Source: an optimization exercise on an open RTL-to-GDS flow (aim: small area, a short achievable clock period and few clock cycles per item). Production flows keep margins and buffers that such runs may drop. Power and IR drop assume default switching activity.

Setup of main:
==> module execute_divide, before the edit <==
module execute_divide(input wire              clk,
                      input wire              reset,
                      input wire              enable,
                      input wire 	      unsigned_div,
                      output wire             done,
                      input wire [32-1:0] in_a,
                      input wire [32-1:0] in_b,
                      output reg [32-1:0] out,
                      output reg              ov
                      );
   reg                                         st_idle;
   reg                                         st_neg;
   reg                                         st_prep;
   reg                                         st_iter;
   reg                                         st_done;
   reg [32:0]                                  R;      
   reg [31:0]                                  D;      
   reg [4:0]                                   lza;    
   reg [4:0]                                   lzb;    
   reg                                         b_neg;  
   reg                                         negate;  
   reg                                         inv_q;   
   function [4:0] lzc(input [31:0] x);
      reg [31:0] y;
      reg [3:0]  q;
      reg [7:0]  nz;
      reg [15:0] l;
      reg        found;
      integer    g;
      begin
         y = x | 32'h1;
         for (g = 0; g < 8; g = g + 1) begin
            q = y[4*g +: 4];
            nz[g] = |q;
            l[2*g +: 2] = q[3] ? 2'd0 : q[2] ? 2'd1 : q[1] ? 2'd2 : 2'd3;
         end
         lzc = 5'd31;
         found = 0;
         for (g = 7; g >= 0; g = g - 1)
           if (!found && nz[g]) begin
              lzc = {3'd7 - g[2:0], l[2*g +: 2]};
              found = 1;
           end
      end
   endfunction
   function [32:0] add33(input [32:0] x, input [32:0] y, input c);
      reg [33:0] g, p, gn, pn, p0;
      integer    i, lvl, d;
      begin
         g = {x & y, c};
         p0 = {x ^ y, 1'b0};
         p = p0;
         for (lvl = 0; lvl < 6; lvl = lvl + 1) begin
            d = 1 << lvl;
            gn = g; pn = p;
            for (i = 0; i < 34; i = i + 1)
              if (i >= d) begin
                 gn[i] = g[i] | (p[i] & g[i-d]);
                 pn[i] = p[i] & p[i-d];
              end
            g = gn; p = pn;
         end
         add33 = p0[33:1] ^ g[32:0];
      end
   endfunction
   wire        a_neg = !unsigned_div && in_a[31];
   wire        b_negi = !unsigned_div && in_b[31];
   wire        b_zero = (in_b == 32'h0);
   wire        s_ovf = !unsigned_div && (in_a == 32'h80000000) &&
               (in_b == 32'hffffffff);
   wire [31:0] b_form = b_negi ? in_b : ~in_b;
   wire [31:0] t_a = in_a ^ {!unsigned_div && in_a[31], in_a[31:1]};
   wire [31:0] t_b = in_b ^ {!unsigned_div && in_b[31], in_b[31:1]};
   wire [4:0]  lz_a = lzc(t_a);
   wire [4:0]  lz_b = lzc(t_b);
   reg  [31:0] a_clear;    
   integer     k;
   always @(*) begin
      a_clear[31] = !t_a[31];
      for (k = 30; k >= 0; k = k - 1)
        a_clear[k] = a_clear[k+1] && !t_a[k];
   end
   wire        a_short = |(t_b & a_clear) && !a_neg;
   wire [4:0]  lza_in = b_zero ? {3'b0, !unsigned_div && in_a[31],
                                  !unsigned_div && !in_a[31]} : lz_a;
   wire        r_neg = R[32];
   wire [32:0] dsub = {!st_neg, D};
   wire [32:0] sum = add33(R, r_neg ? ~dsub : dsub,
                           st_neg || (r_neg ? b_neg : !b_neg));
   wire        ge = !sum[32];
   wire [4:0]  sg = lzb & ~lza;
   wire [4:0]  sp = lzb ^ ~lza;
   wire [4:0]  sc = {sg[3] | (sp[3] & sg[2]) | (sp[3] & sp[2] & sg[1]) |
                     (sp[3] & sp[2] & sp[1] & sg[0]) | (sp[3] & sp[2] & sp[1] & sp[0]),
                     sg[2] | (sp[2] & sg[1]) | (sp[2] & sp[1] & sg[0]) | (sp[2] & sp[1] & sp[0]),
                     sg[1] | (sp[1] & sg[0]) | (sp[1] & sp[0]),
                     sg[0] | sp[0],
                     1'b1};
   wire [4:0]  shamt = sp ^ sc;
   wire        f = !b_neg;
   wire [31:0] sh0 = shamt[0] ? {D[30:0], f} : D;
   wire [31:0] sh1 = shamt[1] ? {sh0[29:0], {2{f}}} : sh0;
   wire [31:0] sh2 = shamt[2] ? {sh1[27:0], {4{f}}} : sh1;
   wire [31:0] sh3 = shamt[3] ? {sh2[23:0], {8{f}}} : sh2;
   wire [31:0] sh4 = shamt[4] ? {sh3[15:0], {16{f}}} : sh3;
   always @(posedge clk) begin
      st_idle 	<= reset || !enable;
      st_neg 	<= !reset && enable && st_idle && !a_short && a_neg;
      st_prep 	<= !reset && enable && ((st_idle && !a_short && !a_neg) || st_neg);
      st_iter 	<= !reset && enable && ((st_prep && ge) || (st_iter && lza != 0));
      st_done 	<= !reset && enable && ((st_idle && a_short) || (st_prep && !ge) ||
                                        (st_iter && lza == 0) || st_done);
   end
   always @(posedge clk) begin
      lza 	<= st_idle ? lza_in : st_prep ? shamt : lza - 1;
      if (st_idle) begin
         R 	<= {1'b0, a_neg ? ~in_a : in_a};
         D 	<= a_neg ? 32'h0 : b_form;
         b_neg 	<= b_negi;
         negate <= a_neg ^ b_negi;
         inv_q 	<= (a_neg ^ b_negi) || s_ovf;
         lzb 	<= lz_b;
         ov 	<= b_zero || s_ovf;
         out 	<= 32'h0;
      end
      if (st_neg) begin
         R 	<= sum;
         D 	<= b_form;
      end
      if (st_prep) begin
         if (negate)
           R 	<= sum;
         D 	<= sh4;
         out 	<= {32{inv_q && ge}};
      end
      if (st_iter) begin
         R 	<= sum;
         D 	<= {1'b1, D[31:1]};
         out 	<= {out[30:0], ge ^ inv_q};
      end
   end
   assign done = st_done;
endmodule  
make LEC_CHECK=0 CAP_MARGIN=20 CORE_MARGIN=2 CORE_UTILIZATION=40 SETUP_SLACK_MARGIN=3.5 SLEW_MARGIN=20 finish   # period 7.0 ns
run.sh (not shown) runs the stock make flow with config.mk's settings and CLKGATE_MAP_FILE= SYNTH_SCRIPT=/design/flow/synth_recipe.tcl, a recipe that flattens the netlist after the stock synthesis.
### main -> the feature branch
--- a/flow/design.v
+++ b/flow/design.v
@@ -68,7 +68,6 @@
    wire        b_zero = (in_b == 32'h0);
    wire        s_ovf = !unsigned_div && (in_a == 32'h80000000) &&
                (in_b == 32'hffffffff);
-   wire [31:0] b_form = b_negi ? in_b : ~in_b;
    wire [31:0] t_a = in_a ^ {!unsigned_div && in_a[31], in_a[31:1]};
    wire [31:0] t_b = in_b ^ {!unsigned_div && in_b[31], in_b[31:1]};
    wire [4:0]  lz_a = lzc(t_a);
@@ -83,10 +82,9 @@
    wire        a_short = |(t_b & a_clear) && !a_neg;
    wire [4:0]  lza_in = b_zero ? {3'b0, !unsigned_div && in_a[31],
                                   !unsigned_div && !in_a[31]} : lz_a;
-   wire        r_neg = R[32];
-   wire [32:0] dsub = {!st_neg, D};
-   wire [32:0] sum = add33(R, r_neg ? ~dsub : dsub,
-                           st_neg || (r_neg ? b_neg : !b_neg));
+   wire        sub = R[32] ^ !b_neg;
+   wire [32:0] dsub = {b_neg ^ st_neg, D};
+   wire [32:0] sum = add33(R, sub ? ~dsub : dsub, sub || st_neg);
    wire        ge = !sum[32];
    wire [4:0]  sg = lzb & ~lza;
    wire [4:0]  sp = lzb ^ ~lza;
@@ -97,7 +95,7 @@
                      sg[0] | sp[0],
                      1'b1};
    wire [4:0]  shamt = sp ^ sc;
-   wire        f = !b_neg;
+   wire        f = 1'b0;
    wire [31:0] sh0 = shamt[0] ? {D[30:0], f} : D;
    wire [31:0] sh1 = shamt[1] ? {sh0[29:0], {2{f}}} : sh0;
    wire [31:0] sh2 = shamt[2] ? {sh1[27:0], {4{f}}} : sh1;
@@ -114,8 +112,8 @@
    always @(posedge clk) begin
       lza 	<= st_idle ? lza_in : st_prep ? shamt : lza - 1;
       if (st_idle) begin
-         R 	<= {1'b0, a_neg ? ~in_a : in_a};
-         D 	<= a_neg ? 32'h0 : b_form;
+         R 	<= {a_neg && !b_negi, a_neg ? ~in_a : in_a};
+         D 	<= a_neg ? 32'h0 : in_b;
          b_neg 	<= b_negi;
          negate <= a_neg ^ b_negi;
          inv_q 	<= (a_neg ^ b_negi) || s_ovf;
@@ -125,7 +123,7 @@
       end
       if (st_neg) begin
          R 	<= sum;
-         D 	<= b_form;
+         D 	<= in_b;
       end
       if (st_prep) begin
          if (negate)
@@ -135,7 +133,7 @@
       end
       if (st_iter) begin
          R 	<= sum;
-         D 	<= {1'b1, D[31:1]};
+         D 	<= {b_neg, D[31:1]};
          out 	<= {out[30:0], ge ^ inv_q};
       end
    end
[summary]
- Of main and the feature branch, the run reporting the higher worst slack after detailed placement was the feature branch.
- The pin count of the biggest net entering global routing in main is 1.2 times that in the feature branch.
- Netlist area before placement, main and the feature branch, lower one = the feature branch.
- In the feature branch relative to main, synthesized area per cell had gone up by a few percent.
- Delta (the feature branch minus main): net switching power figure went up 91 µW; share of the core filled with cells in the final layout fell 0.35 points.
- The feature branch vs main: internal power up by a few percent
- Sort main and the feature branch by detailed route wirelength on metal3, descending, and main comes first.
- Floorplan die width down about 1.1% in the feature branch wrt main
- Full die area of the feature branch falls short of that of main by a few percent.
No functional check of the RTL was part of any run of this note.

separate check: timing with driven ports:
In the flow no input, the clock included, has a driving cell. The finished layouts below were timed again as built, in two steps. Step 1 sets driving cells, clkbuf_16 on the clock port and buf_2 on the other inputs (assumed; they add their load-dependent delay and slew). Step 2 moves the port delays by t, midway between the first and last clock arrival at a register: inputs arrive t later, outputs are due t later. That takes back most of the time a late clock gives input paths. a / b / c = ideal / step 1 / step 2; a / b = the first two.
run | t, ns | setup slack, ns | clock arrival spread, ns | worst register clock-pin slew, ns
main | 0.481 | 3.497 / 3.497 / 3.108 | 0.015 / 0.015 | 0.07 / 0.07
the feature branch | 0.477 | 3.480 / 3.480 / 3.106 | 0.013 / 0.013 | 0.07 / 0.07
After both steps every run listed still meets setup and hold. The setup slack of main, which loses most, moves by 0.000 ns with the drivers and by -0.389 ns with both steps.
